This is an optimization exercise on Yosys and OpenROAD, whose aim is small area, not a production implementation.
In this exercise RTL edits were held to simulation tests only and were not proved equivalent to the original.
No activity file was given, so power comes from the tool's default toggle rates.

== alpha ==
## Median_Filter
module Median_Filter #(
    parameter WIDTH  = 32,
    parameter HEIGHT = 24
)(
    output wire [7:0] median_pixel,
    output wire       out_valid,
    input  wire [7:0] pixel_in,
    input  wire       in_valid,
    input  wire       rst,
    input  wire       clk
);
==> module Median_Filter, before the edit <==
module Median_Filter #(
    parameter WIDTH  = 32,
    parameter HEIGHT = 24
)(
    output wire [7:0] median_pixel,
    output wire       out_valid,
    input  wire [7:0] pixel_in,
    input  wire       in_valid,
    input  wire       rst,
    input  wire       clk
);
    localparam N = 2 * WIDTH + 1;
    reg  [7:0] sr [0:N-1];
    integer i;
    always @(posedge clk)
        if (in_valid) begin
            sr[0] <= pixel_in;
            for (i = 1; i < N; i = i + 1) sr[i] <= sr[i-1];
        end
    reg  [$clog2(WIDTH)-1:0]  col;
    reg  [$clog2(HEIGHT)-1:0] row;
    reg                       primed;    
    reg                       valid0, valid1, valid2, valid3;
    wire last_col = (col == WIDTH - 1);
    always @(posedge clk) begin
        if (rst) begin
            col    <= 0;
            row    <= 0;
            primed <= 1'b0;
            valid0 <= 1'b0;
            valid1 <= 1'b0;
            valid2 <= 1'b0;
            valid3 <= 1'b0;
        end else begin
            valid0 <= in_valid & primed;
            valid1 <= valid0;
            valid2 <= valid1;
            valid3 <= valid2;
            if (in_valid) begin
                col <= col + 1'b1;
                if (last_col) row <= (row == HEIGHT - 1) ? 0 : row + 1'b1;
                if (row == 1 && col == 0) primed <= 1'b1;
            end
        end
    end
    wire ntop = (row == 1);
    wire nbot = (row == 0);
    wire [7:0] na = sr[2*WIDTH-1], nb = sr[WIDTH-1], nc = pixel_in;
    wire le_ab, le_bc, le_ac;
    Le_8bits Cab(.le(le_ab), .a(na), .b(nb));
    Le_8bits Cbc(.le(le_bc), .a(nb), .b(nc));
    Le_8bits Cac(.le(le_ac), .a(na), .b(nc));
    wire nxab = ntop | le_ab;
    wire nxbc = ~nbot & le_bc;
    wire nxac = ntop | (~nbot & le_ac);
    reg ptop, pbot, moved;
    reg [2:0] qx;
    always @(posedge clk) begin
        if (in_valid) begin
            ptop <= ntop;
            pbot <= nbot;
            qx   <= {~(nxab ^ nxbc), nxab ^ nxac, nxab};
        end
        moved <= in_valid;
    end
    wire [7:0] qa = sr[2*WIDTH], qb = sr[WIDTH], qc = sr[0];
    wire [2:0] qs_min, qs_mid, qs_max;
    Ascending_Sorter_3inputs_8bits OQ(.sel_min(qs_min), .sel_mid(qs_mid), .sel_max(qs_max),
                                      .xab(qx[0]), .ma(qx[1]), .mb(qx[2]));
    wire [7:0] q_min, q_mid, q_max;
    Sel3_8bits SQn(.y(q_min), .s(qs_min & {~pbot, 1'b1, ~ptop}), .a(qa), .b(qb), .c(qc));
    Sel3_8bits SQd(.y(q_mid), .s(qs_mid), .a(qa), .b(qb), .c(qc));
    Sel3_8bits SQx(.y(q_max), .s(qs_max), .a(qa), .b(qb), .c(qc));
    reg [7:0] r_min, r_mid, r_max, m_min, m_mid, m_max, l_min, l_mid, l_max;
    always @(posedge clk) begin
        r_min <= q_min;  r_mid <= q_mid;  r_max <= q_max;
        if (moved) begin
            m_min <= r_min;  m_mid <= r_mid;  m_max <= r_max;
            l_min <= m_min;  l_mid <= m_mid;  l_max <= m_max;
        end
    end
    reg lmask, rmask;
    always @(posedge clk) begin
        lmask <= (col == 2);            
        rmask <= (col == 1);            
    end
    wire n_mr, n_lr, d_mr, d_lr, x_mr, x_lr;
    Le_8bits Cn1(.le(n_mr), .a(m_min), .b(r_min));
    Le_8bits Cn2(.le(n_lr), .a(l_min), .b(r_min));
    Le_8bits Cd1(.le(d_mr), .a(m_mid), .b(r_mid));
    Le_8bits Cd2(.le(d_lr), .a(l_mid), .b(r_mid));
    Le_8bits Cx1(.le(x_mr), .a(m_max), .b(r_max));
    Le_8bits Cx2(.le(x_lr), .a(l_max), .b(r_max));
    reg n_lm, d_lm, x_lm;
    always @(posedge clk)
        if (moved) begin
            n_lm <= n_mr;
            d_lm <= d_mr;
            x_lm <= x_mr;
        end
    wire [2:0] nmin, nmid, nmax, dmin, dmid, dmax, xmin, xmid, xmax;
    Order3 ON(.sel_min(nmin), .sel_mid(nmid), .sel_max(nmax),
        .xab(lmask | n_lm), .xbc(~rmask & n_mr), .xac(lmask | (~rmask & n_lr)));
    Order3 OD(.sel_min(dmin), .sel_mid(dmid), .sel_max(dmax),
        .xab(lmask | d_lm), .xbc(~rmask & d_mr), .xac(lmask | (~rmask & d_lr)));
    Order3 OX(.sel_min(xmin), .sel_mid(xmid), .sel_max(xmax),
        .xab(lmask | x_lm), .xbc(~rmask & x_mr), .xac(lmask | (~rmask & x_lr)));
    wire [7:0] max_of_min, mid_of_mid, min_of_max;
    Sel3_8bits SN(.y(max_of_min), .s(nmax), .a(l_min), .b(m_min), .c(r_min));
    Sel3_8bits SD(.y(mid_of_mid), .s(dmid), .a(l_mid), .b(m_mid), .c(r_mid));
    Sel3_8bits SX(.y(min_of_max), .s(xmin & {~rmask, 1'b1, ~lmask}),
                  .a(l_max), .b(m_max), .c(r_max));
    reg [7:0] s_x, s_y, s_z;
    always @(posedge clk) begin
        s_x <= max_of_min;
        s_y <= mid_of_mid;
        s_z <= min_of_max;
    end
    wire [7:0] med;
    Median_Finder_9inputs_8bits Kernel(.med(med), .x(s_x), .y(s_y), .z(s_z));
    reg [7:0] med_q;
    always @(posedge clk) med_q <= med;
    assign median_pixel = med_q;
    assign out_valid    = valid3;
endmodule
export LEC_CHECK = 0
export CAP_MARGIN = 20
export CORE_MARGIN = 2
export CORE_UTILIZATION = 65
export CTS_BUF_LIST = sky130_fd_sc_hd__clkbuf_16
export CTS_CLUSTER_DIAMETER = 60
export CTS_CLUSTER_SIZE = 25
export SLEW_MARGIN = 20
create_clock -name core_clock -period 2.8 [get_ports {clk}]
standard.sh (not shown) runs the stock make flow with config.mk's settings and CLKGATE_MAP_FILE= SYNTH_SCRIPT=/design/flow/synth_recipe.tcl, a recipe that flattens the netlist after the stock synthesis.
==> flow/flow/run.sh <==
#!/bin/bash
# The standard layout (standard.sh), with clock tree synthesis told not to
# add dummy loads. The make output goes to standard.log; each tool's own log
# is under orfs/logs/.
set -euo pipefail
export CTS_ARGS="-sink_clustering_enable -repair_clock_nets -sink_clustering_size 25 -sink_clustering_max_diameter 60 -buf_list sky130_fd_sc_hd__clkbuf_16 -dont_use_dummy_load"
bash standard.sh > standard.log 2>&1
--- input diff alpha..beta ---
--- a/flow/design.v
+++ b/flow/design.v
@@ -138,17 +138,17 @@
         rmask <= (col == 1);            
     end
-    wire n_mr, n_lr, d_mr, d_lr, x_mr, x_lr;
-    Le_8bits Cn1(.le(n_mr), .a(m_min), .b(r_min));
-    Le_8bits Cn2(.le(n_lr), .a(l_min), .b(r_min));
-    Le_8bits Cd1(.le(d_mr), .a(m_mid), .b(r_mid));
-    Le_8bits Cd2(.le(d_lr), .a(l_mid), .b(r_mid));
-    Le_8bits Cx1(.le(x_mr), .a(m_max), .b(r_max));
-    Le_8bits Cx2(.le(x_lr), .a(l_max), .b(r_max));
-    reg n_lm, d_lm, x_lm;
+    wire n_mr_d, n_lr_d, d_mr_d, d_lr_d, x_mr_d, x_lr_d;
+    Le_8bits Cn1(.le(n_mr_d), .a(r_min), .b(q_min));
+    Le_8bits Cn2(.le(n_lr_d), .a(m_min), .b(q_min));
+    Le_8bits Cd1(.le(d_mr_d), .a(r_mid), .b(q_mid));
+    Le_8bits Cd2(.le(d_lr_d), .a(m_mid), .b(q_mid));
+    Le_8bits Cx1(.le(x_mr_d), .a(r_max), .b(q_max));
+    Le_8bits Cx2(.le(x_lr_d), .a(m_max), .b(q_max));
+    reg n_lm, d_lm, x_lm, n_mr, d_mr, x_mr, n_lr, d_lr, x_lr;
     always @(posedge clk)
         if (moved) begin
-            n_lm <= n_mr;
-            d_lm <= d_mr;
-            x_lm <= x_mr;
+            n_lm <= n_mr;    d_lm <= d_mr;    x_lm <= x_mr;
+            n_mr <= n_mr_d;  d_mr <= d_mr_d;  x_mr <= x_mr_d;
+            n_lr <= n_lr_d;  d_lr <= d_lr_d;  x_lr <= x_lr_d;
         end
     wire [2:0] nmin, nmid, nmax, dmin, dmid, dmax, xmin, xmid, xmax;
Findings:
Compared with alpha, beta shows a lower initial core utilization.
When the final numbers for alpha and beta were put side by side, the number of non-clock inverters in the layout turned out to be greater in beta.
Re post-synthesis to final-layout area growth: alpha and beta aren't equal, and the lower value belongs to alpha.
[compare] base=alpha new=beta: arrival time at the worst endpoint lost 80 ps; largest net degree at the start of global routing went down by 28%; maximum frequency decreased by about 2% relative to the old numbers; first-pass detailed-route iteration total now larger; area fraction in compound gates after synthesis shows a reduction of 0.19 points.
Mapped cell area ends up higher on alpha.
Delta (beta minus alpha): clock sink total rose by about 0.9%; portion of total power attributed to the clock network now larger; share of the core filled with cells in the final layout level.
Of alpha and beta, the higher part of the total power dissipated in combinational logic belongs to alpha.

## what the ideal ports hide
The results above use ideal ports. As a check the final layouts listed here were re-extracted and re-timed, cells and wires unchanged.
Step 1 assumes that a clkbuf_16 drives the clock port and a buf_2 every other input.
Step 2 moves the port delays by t, midway between the first and last clock arrival at a register: inputs arrive t later, outputs are due t later. That takes back most of the time a late clock gives input paths.
Three values: ideal, step 1, step 2; two values: the first two.
| run | t (ns) | setup slack, ns | latest minus earliest clock arrival (ns) |
|---|---|---|---|
| alpha | 0.583 | 0.146 / 0.146 / -0.310 | 0.053 / 0.053 |
| beta | 0.572 | 0.095 / 0.095 / -0.227 | 0.044 / 0.044 |
Met with ideal ports but missed after step 2: setup timing in alpha and beta. The setup slack of alpha, which loses most, moves by 0.000 ns with the drivers and by -0.456 ns with both steps.
